Source: an optimization exercise on an open RTL-to-GDS flow (aim: small area). Production flows keep margins and buffers that such runs may drop.
The RTL was checked by simulation tests, not by an equivalence proof against the original design.
Power and IR drop assume default switching activity.

**design/flow/config.mk**
```make
export PLATFORM = sky130hd
export DESIGN_NAME = btle_rx
export DESIGN_NICKNAME = btle_rx
export VERILOG_FILES = /design/flow/design.v
export SDC_FILE = /design/flow/constraint.sdc
export NUM_CORES = 4
export LEC_CHECK = 0
export CAP_MARGIN = 20
export CORE_MARGIN = 2
export CORE_UTILIZATION = 35
export PLACE_DENSITY = 0.5
export SLEW_MARGIN = 20
```
**design/flow/constraint.sdc**
```tcl
create_clock -name core_clock -period 20.0 [get_ports {clk}]
set_input_delay 4.0000 -clock core_clock [delete_from_list [all_inputs] [get_ports {clk}]]
set_output_delay 4.0000 -clock core_clock [all_outputs]
set_load 0.01 [all_outputs]
```
**design/flow/design.v**
```verilog
`timescale 1ns / 1ps
module btle_rx #
(
  parameter SAMPLE_PER_SYMBOL = 8,
  parameter GFSK_DEMODULATION_BIT_WIDTH = 16,
  parameter LEN_UNIQUE_BIT_SEQUENCE = 32,
  parameter CHANNEL_NUMBER_BIT_WIDTH = 6,
  parameter CRC_STATE_BIT_WIDTH = 24
) (
  input wire clk,
  input wire rst,
  input wire [(LEN_UNIQUE_BIT_SEQUENCE-1) : 0] unique_bit_sequence,
  input wire [(CHANNEL_NUMBER_BIT_WIDTH-1) : 0] channel_number,
  input wire [(CRC_STATE_BIT_WIDTH-1) : 0] crc_state_init_bit,
  input wire signed [(GFSK_DEMODULATION_BIT_WIDTH-1) : 0] i,
  input wire signed [(GFSK_DEMODULATION_BIT_WIDTH-1) : 0] q,
  input wire iq_valid,
  output wire hit_flag,
  output reg  decode_run,
  output reg  decode_end,
  output reg  crc_ok,
  output reg  [2:0] best_phase,
  output reg  [6:0] payload_length,
  output reg  [7:0] pdu_octet_mem_data,
  input  wire [5:0] pdu_octet_mem_addr
);
localparam [0:0] IDLE                     = 0,
                 WAIT_DECODE_END_LONGEST  = 1;
reg signed [(GFSK_DEMODULATION_BIT_WIDTH-1) : 0] i_store [0 : (SAMPLE_PER_SYMBOL-1)];
reg signed [(GFSK_DEMODULATION_BIT_WIDTH-1) : 0] q_store [0 : (SAMPLE_PER_SYMBOL-1)];
reg [(SAMPLE_PER_SYMBOL-1) : 0] iq_valid_store;
reg [2:0] iq_phase;
wire [(SAMPLE_PER_SYMBOL-1) : 0] hit_flag_internal;
wire [6:0] payload_length_internal [0 : (SAMPLE_PER_SYMBOL-1)];
wire [(SAMPLE_PER_SYMBOL-1) : 0] payload_length_valid;
wire [(SAMPLE_PER_SYMBOL-1) : 0] bit_internal;
wire [(SAMPLE_PER_SYMBOL-1) : 0] bit_valid;
wire [7:0] octet_internal [0 : (SAMPLE_PER_SYMBOL-1)];
wire [(SAMPLE_PER_SYMBOL-1) : 0] octet_valid;
wire [(SAMPLE_PER_SYMBOL-1) : 0] decode_end_internal;
wire [(SAMPLE_PER_SYMBOL-1) : 0] crc_ok_internal;
wire [7:0] data_internal [0 : (SAMPLE_PER_SYMBOL-1)];
reg  [6:0] payload_length_store [0 : (SAMPLE_PER_SYMBOL-1)];
reg  [(SAMPLE_PER_SYMBOL-1) : 0] crc_ok_store;
reg  [(SAMPLE_PER_SYMBOL-1) : 0] decode_end_store;
wire [(SAMPLE_PER_SYMBOL-1) : 0] decode_end_and_crc_ok_store;
reg  [(SAMPLE_PER_SYMBOL-1) : 0] hit_flag_all_phase;
wire [6:0] payload_length_store_wire [0 : (SAMPLE_PER_SYMBOL-1)];
wire hit_flag_any;
reg  hit_flag_any_delay;
wire decode_end_all;
wire decode_end_any;
wire decode_end_early;
reg [0:0] decode_end_state;
assign payload_length_store_wire[0] = payload_length_store[0];
assign payload_length_store_wire[1] = payload_length_store[1];
assign payload_length_store_wire[2] = payload_length_store[2];
assign payload_length_store_wire[3] = payload_length_store[3];
assign payload_length_store_wire[4] = payload_length_store[4];
assign payload_length_store_wire[5] = payload_length_store[5];
assign payload_length_store_wire[6] = payload_length_store[6];
assign payload_length_store_wire[7] = payload_length_store[7];
assign hit_flag_any = (|hit_flag_all_phase);
assign decode_end_all = (&decode_end_store);
assign decode_end_any = (|decode_end_store);
assign decode_end_and_crc_ok_store = (decode_end_store&crc_ok_store);
assign decode_end_early = (|decode_end_and_crc_ok_store);
assign hit_flag = (hit_flag_any==1 && hit_flag_any_delay==0);
always @ (posedge clk) begin
  if (rst) begin
    decode_run <= 0;
    hit_flag_any_delay <= 0;
    decode_end <= 0;
    crc_ok <= 0;
    best_phase <= 0;
    payload_length <= 0;
    decode_end_state <= IDLE;
  end else begin
    hit_flag_any_delay <= hit_flag_any;
    if (hit_flag) begin
      decode_run <= 1;
    end else if (decode_end) begin
      decode_run <= 0;
    end
    case (decode_end_and_crc_ok_store)
      8'h01 : begin 
        best_phase <= 0;
        payload_length <= payload_length_store_wire[0];
        end
      8'h02 : begin 
        best_phase <= 1;
        payload_length <= payload_length_store_wire[1];
        end
      8'h04 : begin 
        best_phase <= 2;
        payload_length <= payload_length_store_wire[2];
        end
      8'h08 : begin 
        best_phase <= 3;
        payload_length <= payload_length_store_wire[3];
        end
      8'h10 : begin 
        best_phase <= 4;
        payload_length <= payload_length_store_wire[4];
        end
      8'h20 : begin 
        best_phase <= 5;
        payload_length <= payload_length_store_wire[5];
        end
      8'h40 : begin 
        best_phase <= 6;
        payload_length <= payload_length_store_wire[6];
        end
      8'h80 : begin 
        best_phase <= 7;
        payload_length <= payload_length_store_wire[7];
        end
      default:begin 
        best_phase <= best_phase;
        payload_length <= payload_length;
        end
    endcase
    case(decode_end_state)
      IDLE: begin
        decode_end <= 0;
        crc_ok <= 0;
        decode_end_state <= (hit_flag? WAIT_DECODE_END_LONGEST : decode_end_state);
      end
      WAIT_DECODE_END_LONGEST: begin
        if (decode_end_early) begin
          decode_end <= 1;
          crc_ok <= 1;
          decode_end_state <= IDLE;
        end else if (decode_end_all) begin  
          decode_end <= 1;
          decode_end_state <= IDLE;
        end
      end
    endcase
  end
end
always @* begin
  case (best_phase)
      3'd0 : begin 
        pdu_octet_mem_data = data_internal[0]; 
        end
      3'd1 : begin 
        pdu_octet_mem_data = data_internal[1]; 
        end
      3'd2 : begin 
        pdu_octet_mem_data = data_internal[2]; 
        end
      3'd3 : begin 
        pdu_octet_mem_data = data_internal[3]; 
        end
      3'd4 : begin 
        pdu_octet_mem_data = data_internal[4]; 
        end
      3'd5 : begin 
        pdu_octet_mem_data = data_internal[5]; 
        end
      3'd6 : begin 
        pdu_octet_mem_data = data_internal[6]; 
        end
      3'd7 : begin
        pdu_octet_mem_data = data_internal[7]; 
        end
  endcase
end
integer idx;
always @ (posedge clk) begin
  if (rst) begin
    iq_valid_store <= 0;
    iq_phase <= 0;
      for (idx=0; idx<SAMPLE_PER_SYMBOL; idx = idx + 1) begin
        i_store[idx] <= 0;
        q_store[idx] <= 0;
      end
  end else begin
    if (iq_valid) begin
      iq_phase <= iq_phase + 1;
      i_store[iq_phase] <= i;
      q_store[iq_phase] <= q;
      iq_valid_store <= (1<<iq_phase);
    end else begin
      iq_valid_store <= 0;
    end
  end
end
genvar gen_idx;
generate
  for (gen_idx=0; gen_idx<SAMPLE_PER_SYMBOL; gen_idx=gen_idx+1) begin
    btle_rx_core # (
      .GFSK_DEMODULATION_BIT_WIDTH(GFSK_DEMODULATION_BIT_WIDTH),
      .LEN_UNIQUE_BIT_SEQUENCE(LEN_UNIQUE_BIT_SEQUENCE),
      .CHANNEL_NUMBER_BIT_WIDTH(CHANNEL_NUMBER_BIT_WIDTH),
      .CRC_STATE_BIT_WIDTH(CRC_STATE_BIT_WIDTH)
    ) btle_rx_core_i (
      .clk(clk),
      .rst(rst|decode_end_early|decode_end_all),
      .unique_bit_sequence(unique_bit_sequence),
      .channel_number(channel_number),
      .crc_state_init_bit(crc_state_init_bit),
      .i(i_store[gen_idx]),
      .q(q_store[gen_idx]),
      .iq_valid(iq_valid_store[gen_idx]),
      .hit_flag(hit_flag_internal[gen_idx]),
      .payload_length(payload_length_internal[gen_idx]),
      .payload_length_valid(payload_length_valid[gen_idx]),
      .info_bit(bit_internal[gen_idx]),
      .bit_valid(bit_valid[gen_idx]),
      .octet(octet_internal[gen_idx]),
      .octet_valid(octet_valid[gen_idx]),
      .decode_end(decode_end_internal[gen_idx]),
      .crc_ok(crc_ok_internal[gen_idx])
    );
    serial_in_ram_out # (
      .DATA_WIDTH(8),
      .ADDRESS_WIDTH(6)
    ) serial_in_ram_out_i (
      .clk(clk),
      .rst(rst|hit_flag_internal[gen_idx]),
      .data_in(octet_internal[gen_idx]),
      .data_in_valid(octet_valid[gen_idx]),
      .addr(pdu_octet_mem_addr),
      .data(data_internal[gen_idx])
    );
    always @ (posedge clk) begin
      if (rst|hit_flag_internal[gen_idx]) begin
        payload_length_store[gen_idx] <= 0;
      end else if (payload_length_valid[gen_idx]) begin
        payload_length_store[gen_idx] <= payload_length_internal[gen_idx];
      end
    end
    always @ (posedge clk) begin
      if (rst|hit_flag_internal[gen_idx]) begin
        crc_ok_store[gen_idx] <= 0;
        decode_end_store[gen_idx] <= 0;
      end else if (decode_end_internal[gen_idx]) begin
        crc_ok_store[gen_idx] <= crc_ok_internal[gen_idx];
        decode_end_store[gen_idx] <= 1;
      end
    end
    always @ (posedge clk) begin
      if (rst|decode_end_internal[gen_idx]|decode_end_early|decode_end_all) begin
        hit_flag_all_phase[gen_idx] <= 0;
      end else if (hit_flag_internal[gen_idx]) begin
        hit_flag_all_phase[gen_idx] <= 1;
      end
    end
  end
endgenerate
endmodule
`timescale 1ns / 1ps
module btle_rx_core #
(
  parameter GFSK_DEMODULATION_BIT_WIDTH = 16,
  parameter LEN_UNIQUE_BIT_SEQUENCE = 32,
  parameter CHANNEL_NUMBER_BIT_WIDTH = 6,
  parameter CRC_STATE_BIT_WIDTH = 24
) (
  input wire clk,
  input wire rst,
  input wire [(LEN_UNIQUE_BIT_SEQUENCE-1) : 0] unique_bit_sequence,
  input wire [(CHANNEL_NUMBER_BIT_WIDTH-1) : 0] channel_number,
  input wire [(CRC_STATE_BIT_WIDTH-1) : 0] crc_state_init_bit,
  input wire signed [(GFSK_DEMODULATION_BIT_WIDTH-1) : 0] i,
  input wire signed [(GFSK_DEMODULATION_BIT_WIDTH-1) : 0] q,
  input wire iq_valid,
  output wire hit_flag,
  output reg  [6:0] payload_length,
  output reg  payload_length_valid,
  output wire info_bit,
  output wire bit_valid,
  output reg  [7:0] octet,
  output reg  octet_valid,
  output reg  decode_end,
  output reg  crc_ok
);
localparam [1:0] IDLE           = 0,
                 EXTRACT_LENGTH = 1,
                 CHECK_CRC      = 2;
wire adv_pdu_flag;
wire phy_bit;
wire phy_bit_valid;
wire [(CRC_STATE_BIT_WIDTH-1) : 0] lfsr;
wire [(CRC_STATE_BIT_WIDTH-1) : 0] crc24_bit;
reg        bit_valid_delay;
reg  [1:0] phy_rx_state;
reg  [9:0] bit_count;
wire [6:0] octet_count;
assign adv_pdu_flag = (channel_number==37 || channel_number==38 || channel_number==39);
assign octet_count = bit_count[9:3];
assign crc24_bit = lfsr;
always @ (posedge clk) begin
  if (rst) begin
    bit_valid_delay <= 0;
    octet <= 0;
    octet_valid <= 0;
    bit_count <= 0;
    payload_length <= 0;
    payload_length_valid <= 0;
    decode_end <= 0;
    crc_ok <= 0;
    phy_rx_state <= IDLE;
  end else begin
    bit_valid_delay <= bit_valid;
    case(phy_rx_state)
      IDLE: begin
        octet <= 0;
        octet_valid <= 0;
        bit_count <= 0;
        payload_length <= 0;
        payload_length_valid <= 0;
        decode_end <= 0;
        crc_ok <= 0;
        phy_rx_state <= (hit_flag? EXTRACT_LENGTH : phy_rx_state);
      end
      EXTRACT_LENGTH: begin
        if (bit_valid) begin
          octet[7] <= info_bit;
          octet[6:0] <= octet[7:1];
          bit_count <= bit_count + 1;
        end
        if (octet_count == 2) begin
          payload_length <= (adv_pdu_flag? octet[5:0] : octet[4:0]);
          payload_length_valid <= 1;
          bit_count <= 0;
          phy_rx_state <= CHECK_CRC;
        end
        octet_valid <= (octet_count>=1? (bit_valid_delay && bit_count[2:0] == 0) : octet_valid);
      end
      CHECK_CRC: begin
        payload_length_valid <= 0;
        if (bit_valid) begin
          octet[7] <= info_bit;
          octet[6:0] <= octet[7:1];
          bit_count <= bit_count + 1;
        end
        if (octet_count == (payload_length+3)) begin
          decode_end <= 1;
          crc_ok <= (crc24_bit == 0);
          phy_rx_state <= IDLE;
        end else if (octet_count >= 1 && octet_count <= payload_length) begin
          octet_valid <= (bit_valid_delay && bit_count[2:0] == 0);
        end else begin
          octet_valid <= 0;
        end
      end
    endcase
  end
end
gfsk_demodulation # (
  .GFSK_DEMODULATION_BIT_WIDTH(GFSK_DEMODULATION_BIT_WIDTH)
) gfsk_demodulation_i (
  .clk(clk),
  .rst(rst),
  .i(i),
  .q(q),
  .iq_valid(iq_valid),
  .signal_for_decision(),
  .signal_for_decision_valid(),
  .phy_bit(phy_bit),
  .bit_valid(phy_bit_valid)
);
search_unique_bit_sequence # (
  .LEN_UNIQUE_BIT_SEQUENCE(LEN_UNIQUE_BIT_SEQUENCE)
) search_unique_bit_sequence_i (
  .clk(clk),
  .rst(rst),
  .phy_bit(phy_bit),
  .bit_valid(phy_bit_valid),
  .unique_bit_sequence(unique_bit_sequence),
  .hit_flag(hit_flag)
);
scramble_core # (
  .CHANNEL_NUMBER_BIT_WIDTH(CHANNEL_NUMBER_BIT_WIDTH)
) scramble_core_i (
  .clk(clk),
  .rst(rst|hit_flag),
  .channel_number(channel_number),
  .channel_number_load(1'b0),
  .data_in(phy_bit),
  .data_in_valid(phy_bit_valid),
  .data_out(info_bit),
  .data_out_valid(bit_valid)
);
crc24_core # (
  .CRC_STATE_BIT_WIDTH(CRC_STATE_BIT_WIDTH)
) crc24_core_i (
  .clk(clk),
  .rst(rst|hit_flag),
  .crc_state_init_bit(crc_state_init_bit),
  .crc_state_init_bit_load(1'b0),
  .data_in(info_bit),
  .data_in_valid(bit_valid),
  .lfsr(lfsr)
);
endmodule
`timescale 1ns / 1ps
module gfsk_demodulation #
(
  parameter GFSK_DEMODULATION_BIT_WIDTH = 16
) (
  input wire clk,
  input wire rst,
  input wire signed [(GFSK_DEMODULATION_BIT_WIDTH-1) : 0] i,
  input wire signed [(GFSK_DEMODULATION_BIT_WIDTH-1) : 0] q,
  input wire iq_valid,
  output reg signed [(2*GFSK_DEMODULATION_BIT_WIDTH-1) : 0] signal_for_decision,
  output wire signal_for_decision_valid,
  output reg  phy_bit,
  output wire bit_valid
);
reg signed [(2*GFSK_DEMODULATION_BIT_WIDTH-1) : 0] i0;
reg signed [(2*GFSK_DEMODULATION_BIT_WIDTH-1) : 0] i1;
reg signed [(2*GFSK_DEMODULATION_BIT_WIDTH-1) : 0] q0;
reg signed [(2*GFSK_DEMODULATION_BIT_WIDTH-1) : 0] q1;
reg iq_valid_delay1;
reg iq_valid_delay2;
reg iq_valid_delay3;
assign signal_for_decision_valid = iq_valid_delay2;
assign bit_valid = iq_valid_delay3;
always @ (posedge clk) begin
  if (rst) begin
    i0 <= 0;
    i1 <= 0;
    q0 <= 0;
    q1 <= 0;
    signal_for_decision <= 0;
    phy_bit <= 0;
    iq_valid_delay1 <= 0;
    iq_valid_delay2 <= 0;
    iq_valid_delay3 <= 0;
  end else begin
    iq_valid_delay1 <= iq_valid;
    iq_valid_delay2 <= iq_valid_delay1;
    iq_valid_delay3 <= iq_valid_delay2;
    if (iq_valid) begin
      i1 <= {{GFSK_DEMODULATION_BIT_WIDTH{i[GFSK_DEMODULATION_BIT_WIDTH-1]}}, i};
      i0 <= i1;
      q1 <= {{GFSK_DEMODULATION_BIT_WIDTH{q[GFSK_DEMODULATION_BIT_WIDTH-1]}}, q};
      q0 <= q1;
    end
    signal_for_decision <= i0*q1 - i1*q0;
    phy_bit <= (signal_for_decision > 0);
  end
end
endmodule
`timescale 1ns / 1ps
module search_unique_bit_sequence #
(
  parameter LEN_UNIQUE_BIT_SEQUENCE = 32
) (
  input wire clk,
  input wire rst,
  input wire phy_bit,
  input wire bit_valid,
  input wire [(LEN_UNIQUE_BIT_SEQUENCE-1) : 0] unique_bit_sequence,
  output wire hit_flag
);
reg bit_valid_delay1;
reg [(LEN_UNIQUE_BIT_SEQUENCE-1) : 0] bit_store;
assign hit_flag = (bit_store == unique_bit_sequence)&bit_valid_delay1;
always @ (posedge clk) begin
  if (rst) begin
    bit_store <= 0;
    bit_valid_delay1 <= 0;
  end else begin
    bit_valid_delay1 <= bit_valid;
    if (bit_valid) begin
      bit_store[LEN_UNIQUE_BIT_SEQUENCE-1] <= phy_bit;
      bit_store[(LEN_UNIQUE_BIT_SEQUENCE-2) : 0] <= bit_store[(LEN_UNIQUE_BIT_SEQUENCE-1) : 1];
    end
  end
end
endmodule
`timescale 1ns / 1ps
module scramble_core #
(
  parameter CHANNEL_NUMBER_BIT_WIDTH = 6
) (
  input wire clk,
  input wire rst,
  input  wire [(CHANNEL_NUMBER_BIT_WIDTH-1) : 0] channel_number,  
  input  wire channel_number_load,
  input  wire data_in,
  input  wire data_in_valid,
  output reg  data_out,
  output reg  data_out_valid
);
reg [CHANNEL_NUMBER_BIT_WIDTH : 0] lfsr;
always @ (posedge clk) begin
  if (rst) begin
    data_out <= 0;
    data_out_valid <= 0;
    lfsr[0] <= 1;
    lfsr[1] <= channel_number[5];
    lfsr[2] <= channel_number[4];
    lfsr[3] <= channel_number[3];
    lfsr[4] <= channel_number[2];
    lfsr[5] <= channel_number[1];
    lfsr[6] <= channel_number[0];
  end else begin
    if (channel_number_load) begin
      lfsr[0] <= 1;
      lfsr[1] <= channel_number[5];
      lfsr[2] <= channel_number[4];
      lfsr[3] <= channel_number[3];
      lfsr[4] <= channel_number[2];
      lfsr[5] <= channel_number[1];
      lfsr[6] <= channel_number[0];
    end else begin
      if (data_in_valid) begin
        lfsr[0] <= lfsr[6];
        lfsr[1] <= lfsr[0];
        lfsr[2] <= lfsr[1];
        lfsr[3] <= lfsr[2];
        lfsr[4] <= lfsr[3]^lfsr[6];
        lfsr[5] <= lfsr[4];
        lfsr[6] <= lfsr[5];
        data_out <= lfsr[6]^data_in;
        data_out_valid <= 1;
      end else begin
        data_out_valid <= 0;
      end
    end
  end
end
endmodule
`timescale 1ns / 1ps
module crc24_core #
(
  parameter CRC_STATE_BIT_WIDTH = 24
) (
  input wire clk,
  input wire rst,
  input  wire [(CRC_STATE_BIT_WIDTH-1) : 0] crc_state_init_bit,  
  input  wire crc_state_init_bit_load,
  input  wire data_in,
  input  wire data_in_valid,
  output reg  [(CRC_STATE_BIT_WIDTH-1) : 0] lfsr
);
wire [(CRC_STATE_BIT_WIDTH-1) : 0] crc_state_init_bit_switch;
wire new_bit;
assign crc_state_init_bit_switch[7:0] = crc_state_init_bit[(16+7):(16+0)];
assign crc_state_init_bit_switch[(8+7):(8+0)] = crc_state_init_bit[(8+7):(8+0)];
assign crc_state_init_bit_switch[(16+7):(16+0)] = crc_state_init_bit[7:0];
assign new_bit = lfsr[23]^data_in;
always @ (posedge clk) begin
  if (rst) begin
    lfsr <= crc_state_init_bit_switch;
  end else begin
    if (crc_state_init_bit_load) begin
      lfsr <= crc_state_init_bit_switch;
    end else begin
      if (data_in_valid) begin
        lfsr[0] <= new_bit;
        lfsr[1] <= lfsr[0]^new_bit;
        lfsr[2] <= lfsr[1];
        lfsr[3] <= lfsr[2]^new_bit;
        lfsr[4] <= lfsr[3]^new_bit;
        lfsr[5] <= lfsr[4];
        lfsr[6] <= lfsr[5]^new_bit;
        lfsr[7] <= lfsr[6];
        lfsr[8] <= lfsr[7];
        lfsr[9] <= lfsr[8]^new_bit;
        lfsr[10] <= lfsr[9]^new_bit;
        lfsr[23:11] <= lfsr[22:10];
      end
    end
  end
end
endmodule
`timescale 1ns / 1ps
module serial_in_ram_out #
(
  parameter DATA_WIDTH = 8,
  parameter ADDRESS_WIDTH = 6
) (
  input wire clk,
  input wire rst,
  input  wire [(DATA_WIDTH-1) : 0] data_in,
  input  wire data_in_valid,
  input  wire [(ADDRESS_WIDTH-1) : 0] addr,
  output wire [(DATA_WIDTH-1) : 0] data
);
reg [(ADDRESS_WIDTH-1) : 0] addr_internal;
always @ (posedge clk) begin
  if (rst) begin
    addr_internal <= 0;
  end else begin
    if (data_in_valid) begin
      addr_internal <= addr_internal + 1;
    end
  end
end
dpram # (
  .DATA_WIDTH(DATA_WIDTH),
  .ADDRESS_WIDTH(ADDRESS_WIDTH)
) cos_table_dpram_i (
  .clk(clk),
  .rst(rst),
  .write_address(addr_internal),
  .write_data(data_in),
  .write_enable(1'b1),
  .read_address(addr),
  .read_data(data)
);
endmodule
`timescale 1ns / 1ps
module dpram #
(
  parameter DATA_WIDTH = 8,
  parameter ADDRESS_WIDTH = 11
) (
  input wire clk,
  input wire rst,
  input wire [ADDRESS_WIDTH-1:0] write_address,
  input wire [DATA_WIDTH-1:0] write_data,
  input wire write_enable,
  input wire [ADDRESS_WIDTH-1:0] read_address,
  output wire [DATA_WIDTH-1:0] read_data
);
reg [DATA_WIDTH-1:0] memory [0:(1<<ADDRESS_WIDTH)-1];
integer i;
assign read_data = memory[read_address];
always @ (posedge clk) begin
  if (rst) begin
  end else begin
    if (write_enable) begin
      memory[write_address] <= write_data;
    end
  end
end
endmodule
```
**design/flow/run.sh**
```bash
#!/bin/bash
# synth_recipe.tcl (not shown) runs the flow's synth.tcl, then flattens the netlist and writes it again
# the make line also repeats each setting of config.mk as NAME=value (left out here)
make -C /OpenROAD-flow-scripts/flow DESIGN_CONFIG=/design/flow/config.mk WORK_HOME=/design/flow/orfs CLKGATE_MAP_FILE= SYNTH_SCRIPT=/design/flow/synth_recipe.tcl finish
```
==> flow_summary.json <==
{
  "clkTransAtPathRegs_ns": 0.06,
  "flow.area_growth_from_synthesis_pct": 10.75,
  "ys_seq_area_share_pct": 42.19,
  "post_cts_buffers": 0,
  "ctsHoldBuffers": 0,
  "instances_no_fill": 47160,
  "grt.busiest_layer": "met2",
  "global_route.usage.met1_pct": 26.33,
  "cts-root-buf": "clkbuf_16",
  "worst_skew_pair.late_latency_ns": 1.17,
  "post_route_clock_skew_ns": 0.1474,
  "die_width_mm": 1.069,
  "timing.critical_path.cells": "buf_8, buf_12, buf_4, buf_4, mux4_2, mux2_2, o311ai_0, nor3_1, buf_4, a2111oi_0, buf_4, nand3_1, clkdlybuf4s50_1",
  "cpPeakStageDelay_ns": 0.76,
  "top_cell_type_by_total_area_after_synthesis": "edfxtp_1",
  "drv.max_cap_violation_count": 0,
  "synth.avg_cell_area_um2": 12.68,
  "floorplan.core_area_mm2": 1.132,
  "globalplace.congestion": 0.8267,
  "detail_route.wirelength_mm": 1111,
  "total_leakage_power_uw": 0.1696,
  "first_global_vias": 250200,
  "globalRouteTotalUtil_pct": 19.44,
  "first_pass_iters": 6,
  "slew_violations": 0,
  "power.ir.vdd_worst_v": 0.00007588,
  "cts_max_path_buffers": 5,
  "netlist.area_leader.share_pct": 34.73,
  "worstMarginPinSlew_ns": 1.226,
  "placed_cells_incl_taps": 45710,
  "synth_enable_flop_cells": 4592,
  "postSynth.asyncResetShare_pct": 0,
  "cts_resized": 0,
  "timing.critical_path.fanout_max": 86,
  "max_clock_freq_mhz": 71.08,
  "crit_start": "pdu_octet_mem_addr[1]",
  "drt_iter0_drcs": 18030,
  "clock_tree_from_tritoncts": "built",
  "crit_cells": 13,
  "number_of_design_rule_violations_left_after_detail_routing": 0,
  "h_tree_depth": 6,
  "rsz0062_at_grt": "no",
  "post_synth_main_area_contributors": "edfxtp_1 (35%), fa_1 (23%), dfxtp_1 (7.5%)",
  "min_path_type": "reg2reg",
  "grt-ovfl-total": 0,
  "setup-violations-final": 0,
  "wl_per_instance_um": 23.56,
  "maximum_number_of_pins_on_one_net_before_global_route_repair": 164,
  "grt_first_pass_wirelength_mm": 1666,
  "tritoncts_num_sinks": 6073,
  "max_slew_margin_pct": 17.40,
  "cts_inserted_buffers": 693,
  "place_hpwl_mm": 796.2,
  "postSynthCellCount": 31330,
  "buffer_ports.inserted": 123,
  "vias": 234900,
  "yosys_warnings": 10,
  "number_of_unique_standard_cell_types_used_by_synthesis": 87,
  "finalHoldViolCount": 0,
  "critPathArrivalTime_ns": 10.07,
  "status": "no timing/DRC/antenna violations",
  "rows": 391,
  "syn_area_mm2": 0.3971,
  "via_per_inst": 4.980,
  "setup.worst_path.class": "in2out",
  "initial_core_util_pct": 35.08,
  "reg2reg_setup_slack_ns": 10.80,
  "critPathCapture": "pdu_octet_mem_data[4]",
  "crit_path_end_kind": "primary output",
  "final.period_utilization_pct": 70.35,
  "fin_nets": 37400,
  "synthFlopType": "edfxtp_1",
  "crit_top_cell": "buf_4",
  "antenna_found_initial": 86,
  "startpoint_type": "input pin",
  "slowest_stage": "buf_4",
  "finalSetupTns_ns": 0,
  "period_needed_ns": 14.07,
  "grt.met3_usage_pct": 2.331,
  "critical_path.top_delay_family": "buffers and inverters",
  "power_density_mw_per_mm2": 64.02,
  "design.die.area_mm2": 1.143,
  "worstPathRequired_ns": 16.00,
  "grt_util_met2_pct": 33.03,
  "ys_ff_latch": 6073,
  "postRouteAntennaNets": 0,
  "path_buf_inv": 7,
  "boundaryPins": 125,
  "net_count_after_synthesis": 37430,
  "fp.dieH_mm": 1.069,
  "layout-drive-gt1-share_pct": 10.30,
  "ff2ff_path_depth": 22
}
area by class of cell:
cell class                 instances  area [um2]
tap                            15130       18930
multi-input combinational      18520      204200
timing repair buffer             667        5524
sequential                      6073      167700
clock inverter                   383        4379
clock buffer                     891       18550
antenna                          160       400.4
inverter                        5345       20070
fill                          107900      692300
metal layers:
metal | wire length (um) | vias up
met3 | 60650 | 1309
met4 | 32010 | 14
met2 | 545100 | 6190
met5 | 96 | -
met1 | 473400 | 124600
li1 | - | 102800
worst min path at each step:
stage | from | end | cells past startpoint
floorplan | register | register | 1
global placement | register | register | 1
detailed placement | register | register | 1
CTS | register | register | 1
global route | register | register | 1
finish | register | register | 1
worst reg2reg max path: stages (launching register included):
cell       delay [ns]
dfxtp_1          0.89
nand2_1          0.43
inv_1            0.75
fa_1             0.59
fa_1             0.49
fa_1             0.49
inv_1            0.05
fa_1             0.48
fa_1             0.58
fa_1             0.43
fa_1             0.55
inv_1            0.07
fa_1             0.48
inv_1            0.04
ha_1             0.34
a21o_1           0.21
a21o_1           0.19
a21o_1           0.22
a2111oi_1        0.74
o21ai_1          0.25
a2111oi_0        0.58
or4_1            0.19
o21ai_0          0.07
per-stage QoR:
step	hold slack, ns	cell area, um2	power, uW	util (%)	worst slack, ns
detailed placement	0.3807	416100	15550	36.76	5.759
global route	0.4070	439500	29050	38.83	5.635
finish	0.3895	439800	28150	38.85	5.930
CTS	0.3912	439000	28460	38.78	5.742
floorplan	0.3762	397100	14940	-	9.570
global placement	0.3888	415600	15530	36.71	5.763
flip-flops by register name (all words and copies together), names as in the netlist, 16 cells and up, named ones only:
name and count:
genblk1.btle_rx_core_i.bit_count 80, genblk1.btle_rx_core_i.crc24_core_i.lfsr 192, genblk1.btle_rx_core_i.gfsk_demodulation_i.i0 128, genblk1.btle_rx_core_i.gfsk_demodulation_i.i1 128, genblk1.btle_rx_core_i.gfsk_demodulation_i.q0 128, genblk1.btle_rx_core_i.gfsk_demodulation_i.q1 128, genblk1.btle_rx_core_i.octet 64, genblk1.btle_rx_core_i.payload_length 48
genblk1.btle_rx_core_i.phy_rx_state 16, genblk1.btle_rx_core_i.scramble_core_i.lfsr 56, genblk1.serial_in_ram_out_i.addr_internal 48, genblk1.serial_in_ram_out_i.cos_table_dpram_i.memory 4096, i_store 128, payload_length_store 48, q_store 128
Yosys cell counts, types with 66 or more instances:
master and n:
nand4_1 112, a211oi_1 66, mux4_2 1170, inv_1 5343
and2_1 2517, mux2i_1 875, a21o_1 81, nor3_1 134
mux2_2 175, nor2_1 2029, fa_1 4616, clkbuf_1 1088
o21ai_0 233, ha_1 1388, o21a_1 71, nand3_1 223
nor2b_1 180, xor2_1 417, buf_2 149, nand2_1 2082
edfxtp_1 4592, a22oi_1 252, xnor2_1 445, nor4_1 164
a21oi_1 374, dfxtp_1 1481, buf_1 88, nand2b_1 173
kinds of logic (layout without fill, tap and decap cells):
family,count (synthesis),in the layout,share of synthesized area (%)
simple gates,7923,7923,9.850
buf+inv,6738,7286,6.505
flops,6073,6073,42.19
fa+ha+maj,6004,6004,27.65
mux,2234,2234,9.378
compound gates,1487,1487,2.503
xor+xnor,866,866,1.924
other cells,1,161,0.0009444
placed cells by master (no fill, tap or decap), types with 111 or more instances in the layout:
| cell | count |
|---|---|
| inv_1 | 5343 |
| fa_1 | 4616 |
| edfxtp_1 | 4592 |
| and2_1 | 2516 |
| nand2_1 | 2082 |
| nor2_1 | 1884 |
| dfxtp_1 | 1395 |
| ha_1 | 1388 |
| mux4_2 | 1170 |
| mux2i_1 | 875 |
| clkbuf_16 | 697 |
| buf_4 | 507 |
| xnor2_1 | 445 |
| xor2_1 | 417 |
| a21oi_1 | 373 |
| a22oi_1 | 252 |
| o21ai_0 | 230 |
| nand3_1 | 223 |
| nor2b_1 | 177 |
| mux2_2 | 175 |
| nand2b_1 | 170 |
| nor4_1 | 161 |
| diode_2 | 160 |
| clkbuf_1 | 154 |
| nor2_2 | 142 |
| nor3_1 | 127 |
| nand4_1 | 112 |
| clkinv_2 | 111 |
where the power goes:
| part | switching, uW | internal [uW] |
|---|---|---|
| registers | 96.6 | 13500 |
| clock network | 5470 | 7410 |
| logic | 986 | 645 |

separate check: timing with driven ports:
In the flow no input, the clock included, has a driving cell. The finished layout below was timed again as built, in two steps.
Step 1, drivers: a clkbuf_16 drives clk and a buf_2 each remaining input, both assumed.
Step 2, shift: input delay + t, output delay - t, t = (earliest + latest rising clock arrival at the registers) / 2. This alone moves slack from input paths to output paths.
Three values: ideal, step 1, step 2; two values: the first two.
t, ns: 1.251
setup WS [ns]: 5.930 / 5.880 / 5.880
worst hold slack (ns): 0.389 / 0.389 / 0.389
worst data-port slew with drivers (ns): 0.27
After both steps this run still meets setup and hold. The setup slack of this run moves by -0.050 ns with the drivers and by -0.050 ns with both steps.
